From an optimization exercise on the open Yosys and OpenROAD flow, aimed at small area; shortcuts taken in it are not production practice. Function was checked by simulation only, so behaviour that the tests miss may differ from the original.

==> flow/design.v (outline; a module is shown in full before it is edited, if it fits) <==
// module fa: 4 lines
// module ha: 4 lines
// module mj: 3 lines
// module neural_pipeline_top: 1465 lines
module neural_pipeline_top (
    input wire clk,
    input wire rst,
    input wire signed [15:0] raw_in,
    output wire signed [15:0] vel_out
);
  // ...
==> flow/run.sh <==
#!/bin/bash
# synth_recipe.tcl (not shown) runs the flow's synth.tcl, then flattens the netlist and writes it again
# the make line also repeats each setting of config.mk as NAME=value (left out here)
make -C /OpenROAD-flow-scripts/flow DESIGN_CONFIG=/design/flow/config.mk WORK_HOME=/design/flow/orfs CLKGATE_MAP_FILE= SYNTH_SCRIPT=/design/flow/synth_recipe.tcl finish
==> flow/config.mk <==
export PLATFORM = sky130hd
export DESIGN_NAME = neural_pipeline_top
export DESIGN_NICKNAME = neural_pipeline_top
export VERILOG_FILES = /design/flow/design.v
export SDC_FILE = /design/flow/constraint.sdc
export NUM_CORES = 4
export LEC_CHECK = 0
export CAP_MARGIN = 20
export CORE_MARGIN = 2
export CORE_UTILIZATION = 40
export CTS_BUF_LIST = sky130_fd_sc_hd__clkbuf_8
export SLEW_MARGIN = 20
export SYNTH_HIERARCHICAL = 1
==> flow/constraint.sdc <==
create_clock -name core_clock -period 25.0 [get_ports {clk}]
set_input_delay 5.0000 -clock core_clock [delete_from_list [all_inputs] [get_ports {clk}]]
set_output_delay 5.0000 -clock core_clock [all_outputs]
set_load 0.01 [all_outputs]
==> results by group, run 1 <==
Placed design
  – Detailed Place HPWL: 19120 um
  – DP Cell Count: around 1300

STA
  – Minimum clock period: roughly 21 ns
  – Setup Skew: between 0.015 and 0.02 ns
  – RSZ-0062 raised after global routing: false
  – Setup Viol. Count Final: 0
  – Max Slew Vio Count: 0

Worst hold path
  – Hold Crit Class: flip-flop to flip-flop

Run status
  – Status: finished clean

Cells and area
  – Comb_multi_in: around 640
  – Post-layout util: 0.4416
  – Register area: 0.002983 mm^2
  – Fraction of area in multi-input gates: 0.6379
  – Dominant class by area: multi-input gates
  – Layout fillers: 2621

Synthesis
  – Synth Area in Simple Gates: 0.09733
  – Synth top area cells: fa_1 (48%), dfxtp_1 (26%), inv_1 (3.2%)
  – Library cells used by synthesis: 57
  – XOR/XNOR Fraction of Synth Area: 0.01817
  – Post-synth top area cell: fa_1
  – YS warnings: 7

Critical path
  – Instance count on the critical path: 45
  – Worst path slowest cell: fa_1
  – CP Launch Point: raw_in[0]
  – Worst reg-to-reg path cell count: 46
  – Reg2Reg Setup Slack: roughly 6.1 ns
  – Required @ worst endpoint: 25.29 ns

Die
  – Die Ht: about 170 um
  – Die area: approximately 0.030 mm^2

Routing
  – WL final: 23790 um
  – Top Layer Used: met4
  – Vias: about 6500

GRT
  – First-pass GRT wire length: ~40000 um
  – Via count of the first global-routing pass: approximately 7500
  – Antenna violations before repair: 0
  – Met3 usage: 0.03171

Clock tree
  – CTS tree: built

Job
  – Max_cap viols: 0
==> inputs of run 2 (changes only) <==
==> flow/flow/run.sh (new file) <==
#!/bin/bash
# The standard layout (standard.sh, with the standard synthesis unchanged)
# plus three changes:
#  1. after the standard synthesis, the combinational logic other than the
#     adder, majority and tie cells is re-mapped by ABC with an area script
#     (flow/reabc.abc); flip-flops and their names are left as they are;
#  2. port buffers use the smallest buffer cell (buf_1);
#  3. clock tree synthesis uses clkbuf_8 and no dummy loads.
# Each tool's output goes to a log file of its own in this folder.
set -euo pipefail
export BUFFER_PORTS_ARGS="-buffer_cell sky130_fd_sc_hd__buf_1"
export CTS_ARGS="-sink_clustering_enable -repair_clock_nets -dont_use_dummy_load -buf_list sky130_fd_sc_hd__clkbuf_8"

R=orfs/results/${FLOW_PLATFORM}/neural_pipeline_top/base
LIB=${FLOW_HOME}/platforms/${FLOW_PLATFORM}/lib/sky130_fd_sc_hd__tt_025C_1v80.lib
YOSYS=${FLOW_HOME}/../tools/install/yosys/bin/yosys
[ -x "$YOSYS" ] || YOSYS=yosys

bash standard.sh synth > standard_synth.log 2>&1
cp $R/1_2_yosys.v 1_2_yosys_standard.v

DU=""
for c in probe_p_8 probec_p_8 lpflow_bleeder_1 lpflow_clkbufkapwr_1 lpflow_clkbufkapwr_16 \
  lpflow_clkbufkapwr_2 lpflow_clkbufkapwr_4 lpflow_clkbufkapwr_8 lpflow_clkinvkapwr_1 \
  lpflow_clkinvkapwr_16 lpflow_clkinvkapwr_2 lpflow_clkinvkapwr_4 lpflow_clkinvkapwr_8 \
  lpflow_decapkapwr_12 lpflow_decapkapwr_3 lpflow_decapkapwr_4 lpflow_decapkapwr_6 \
  lpflow_decapkapwr_8 lpflow_inputiso0n_1 lpflow_inputiso0p_1 lpflow_inputiso1n_1 \
  lpflow_inputiso1p_1 lpflow_inputisolatch_1 lpflow_isobufsrc_1 lpflow_isobufsrc_16 \
  lpflow_isobufsrc_2 lpflow_isobufsrc_4 lpflow_isobufsrc_8 lpflow_isobufsrckapwr_16 \
  lpflow_lsbuf_lh_hl_isowell_tap_1 lpflow_lsbuf_lh_hl_isowell_tap_2 \
  lpflow_lsbuf_lh_hl_isowell_tap_4 lpflow_lsbuf_lh_isowell_4 lpflow_lsbuf_lh_isowell_tap_1 \
  lpflow_lsbuf_lh_isowell_tap_2 lpflow_lsbuf_lh_isowell_tap_4; do
  DU="$DU -dont_use sky130_fd_sc_hd__$c"
done

cat > reabc.ys <<EOT
read_liberty -ignore_miss_func $LIB
setattr -mod -set keep_hierarchy 1 sky130_fd_sc_hd__fa_1 sky130_fd_sc_hd__ha_1 sky130_fd_sc_hd__maj3_1 sky130_fd_sc_hd__maj3_2 sky130_fd_sc_hd__maj3_4 sky130_fd_sc_hd__conb_1 sky130_fd_sc_hd__dfxtp_1
read_verilog 1_2_yosys_standard.v
hierarchy -top ${FLOW_TOP}
flatten
opt -purge
abc -liberty $LIB $DU -script flow/reabc.abc
opt_clean -purge
chtype -set sky130_fd_sc_hd__maj3_1 t:sky130_fd_sc_hd__maj3_2
splitnets
opt_clean -purge
tee -o reabc_stat.txt stat -liberty $LIB
select ${FLOW_TOP}
write_verilog -noattr -nohex -nodec -selected $R/1_2_yosys.v
EOT
$YOSYS -s reabc.ys > reabc.log 2>&1

bash standard.sh > standard.log 2>&1
==> flow/flow/reabc.abc (new file) <==
strash
dch -f
amap
strash
dch -f
amap
topo
==> flow/standard.sh (new file) <==
#!/bin/bash
# synth_recipe.tcl (not shown) runs the flow's synth.tcl, then flattens the netlist and writes it again
# the make line also repeats each setting of config.mk as NAME=value (left out here)
make -C /OpenROAD-flow-scripts/flow DESIGN_CONFIG=/design/flow/config.mk WORK_HOME=/design/flow/orfs CLKGATE_MAP_FILE= SYNTH_SCRIPT=/design/flow/synth_recipe.tcl "${@:-finish}"
--- a/flow/config.mk
+++ b/flow/config.mk
@@ -7,7 +7,7 @@
 export LEC_CHECK = 0
 export CAP_MARGIN = 20
 export CORE_MARGIN = 2
-export CORE_UTILIZATION = 40
-export CTS_BUF_LIST = sky130_fd_sc_hd__clkbuf_8
+export CORE_UTILIZATION = 70
+export PLACE_DENSITY = 0.8
 export SLEW_MARGIN = 20
 export SYNTH_HIERARCHICAL = 1
removed: flow/run.sh
==> run 2 against run 1 <==
Effect of this change:
- via count grew 3.8%
- largest cell class unchanged
- die area shrank 44%
- synthesized area down 3.4%
- sequential share of layout area is 1.6 points higher
- utilization up 31 points
- design area down 6.4%
- routed wire length is 7.0% lower
- sequential cell count unchanged
- count of clock-buffer cells in the layout down 3
- synthesized cell count grew 0.11%
==> results by group, run 2 <==
Cells and area
  – Largest registers: acc x29, S x17 (unchanged)
  – Layout fillers: 1047 (was 2621)
  – Most flops, register: acc (unchanged)
  – Area grow syn2layout: 5.858% (was 9.246%)
  – Finished Cell Area: 0.01183 mm^2 (was 0.01264 mm^2)
  – Largest register FFs: 29 (unchanged)
  – Layout cells sized above 1: 0.02172 (was 0.09015)
  – Post-layout util: 0.7526 (was 0.4416)
  – Most frequent cells in the layout: fa_1 (275), clkinv_1 (150), dfxtp_1 (149) (was fa_1 (275), dfxtp_1 (149), inv_1 (100))
  – Inserted Diodes: 0 (unchanged)
  – Commonest non-fill, non-tap cell in the layout: fa_1 (unchanged)
  – Layout net count: 1288 (was 1261)

Routing
  – Routed vias/inst: 5.683 (was 4.843)
  – WL per Instance: 18.71 um (was 17.78 um)
  – Initial DRT Pass Iterations: 8 (was 5)
  – Detail Route Antenna Nets: 0 (unchanged)
  – DRC viols: 0 (unchanged)
  – First-iteration detailed-routing DRC count: 393 (was 334)
  – WL final: 22130 um (was 23790 um)
  – Vias: 6723 (was 6480)

Synthesis
  – Syn avg cell area: 12.22 um^2 (was 12.67 um^2)
  – YS warnings: 7 (unchanged)
  – Netlist Area Pre-Place: 0.01117 mm^2 (was 0.01157 mm^2)
  – Gate count after technology mapping: 914 (was 913)

STA
  – Setup Viol. Count Final: 0 (unchanged)
  – Post-route setup slack: 4.277 ns (was 3.738 ns)
  – Max Slew Vio Count: 0 (unchanged)
  – Setup TNS: 0 ns (unchanged)
  – Worst slew pin tran: 1.039 ns (was 1.053 ns)
  – Crit share post-route: 0.8289 (was 0.8505)
  – Fmax: 48.25 MHz (was 47.03 MHz)
  – Minimum clock period: 20.72 ns (was 21.26 ns)
  – Setup Skew: 0.03248 ns (was 0.01603 ns)
  – Max_slew headroom: 0.3057 (was 0.2934)
  – RSZ-0062 raised after global routing: false (unchanged)
  – Fin. Hold Viols: 0 (unchanged)

Placed design
  – Placed Area: 0.01158 mm^2 (was 0.01225 mm^2)
  – Routability Congestion: 0.9273 (was 0.8812)
  – Detailed Place HPWL: 18260 um (was 19120 um)
  – I/O Buffers: 32 (unchanged)
  – Pre-CTS setup slack: 3.902 ns (was 3.274 ns)

Clock tree
  – CTS Buf Count: 17 (unchanged)
  – # Post-CTS Setup Buffers: 0 (unchanged)
  – CTS clk-pin slew, worst paths: 0.06 ns (was 0.10 ns)
  – CTS tree: built (unchanged)
  – Clock Sinks: 149 (unchanged)
  – Root Driver: clkbuf_8 (unchanged)
  – Worst skew pair latency: 0.46 ns (about the same)
  – Number of H-tree levels: 4 (unchanged)
  – # hold bufs at CTS: 0 (unchanged)
  – Resize count post-CTS: 0 (unchanged)
  – Max Buffers Root-to-Sink: 2 (unchanged)

Die
  – Initial Util: 0.7109 (was 0.4042)
  – Core footprint: 0.01571 mm^2 (was 0.02863 mm^2)
  – Row Count: 46 (was 62)
  – Die area: 0.01698 mm^2 (was 0.03030 mm^2)
  – Io pins: 34 (unchanged)
  – DIE WIDTH: 130.3 um (was 174.1 um)
  – Die Ht: 130.3 um (was 174.1 um)

GRT
  – Total GRT Usage: 0.2991 (was 0.1739)
  – Via count of the first global-routing pass: 7508 (was 7453)
  – Overflow after GRT: 0 (unchanged)
  – Antenna violations before repair: 0 (unchanged)
  – First-pass GRT wire length: 37310 um (was 40250 um)
  – Largest net degree at the start of global routing: 90 (was 85)

Run status
  – Status: finished clean (unchanged)

Critical path
  – CP max FO: 15 (unchanged)
  – Worst Path Arrival: 21.06 ns (was 21.56 ns)
  – Max incr delay on CP: 0.56 ns (was 0.76 ns)
  – Critical path buffers and inverters: 6 (unchanged)
  – Setup CP Type: input port to flip-flop (unchanged)
  – CP delay by family, top: adder cells (unchanged)
  – Crit start category: input port (unchanged)
  – Required @ worst endpoint: 25.34 ns (was 25.29 ns)
  – Most used cell, CP: fa_1 (unchanged)
  – CP Capture Type: flip-flop (unchanged)
  – Worst path slowest cell: fa_1 (unchanged)

Worst hold path
  – Hold Crit Class: flip-flop to flip-flop (unchanged)

Job
  – Max_cap viols: 0 (unchanged)
## run 2: worst reg2reg max path: cells and delay by family, from the launching register on
kind / cells / cell delay [ns]
compound gates: 2 / 0.37
fa+ha+maj: 38 / 16.72
buf+inv: 4 / 0.35
flops: 1 / 0.39
simple gates: 3 / 0.57
## run 2: final timing paths
| kind | start | endpoint | slack, ns | cells after the start |
|---|---|---|---|---|
| worst max-delay path | raw_in[0] | y1[4] | 4.28 | 46 |
| worst min register to register | x1[9] | x2[9] | 0.46 | 2 |
| worst max register to register | y1[0] | y1[4] | 6.49 | 47 |
| worst min-delay path | x1[9] | x2[9] | 0.46 | 2 |
## run 2: area by class of cell
class / count / area [um^2] / area share
timing repair buffer: 35 / 146.4 / 0.01238
sequential: 149 / 2983 / 0.2522
multi-input combinational: 616 / 7629 / 0.6451
clock buffer: 17 / 234.0 / 0.01979
tap: 216 / 270.3 / 0.02285
inverter: 150 / 563.0 / 0.04761
## run 2: metrics by stage
step	std cells	hold WS [ns]
floorplan	915	0.4262
finish	1183	0.4557
CTS	1182	0.4592
global placement	1165	0.4426
global route	1183	0.4779
detailed placement	1165	0.4533
## run 2: routing by layer
metal / up-vias / share of wire / GRT usage
li1: 2994 / - / -
met1: 3450 / 0.38 / 0.3688
met2: 204 / 0.53 / 0.5137
met3: 75 / 0.044 / 0.04961
met4: 0 / 0.050 / 0.1556
met5: - / 0 / 0

[static timing again, ports no longer ideal]
How much do the figures lean on ideal ports? The routed layouts below were timed once more, with nothing changed but the port constraints. Step 1 sets driving cells, clkbuf_16 on the clock port and buf_2 on the other inputs (assumed; they add their load-dependent delay and slew). Step 2 moves the port delays by t, midway between the first and last clock arrival at a register: inputs arrive t later, outputs are due t later. That takes back most of the time a late clock gives input paths. Three values: no drivers, after step 1, after step 2; two values: the first two.
run | shift t [ns] | slack for setup (ns) | latest minus earliest clock arrival (ns) | worst register clock-pin slew, ns | pins driven straight from the clock port
run 1 | 0.499 | 3.738 / 3.762 / 3.263 | 0.017 / 0.017 | 0.10 / 0.10 | 1
run 2 | 0.482 | 4.277 / 4.295 / 3.814 | 0.046 / 0.045 | 0.10 / 0.10 | 1
After both steps every run listed still meets setup and hold. For run 1, which loses most, drivers alone change the setup slack by +0.024 ns; drivers and shift together by -0.475 ns.
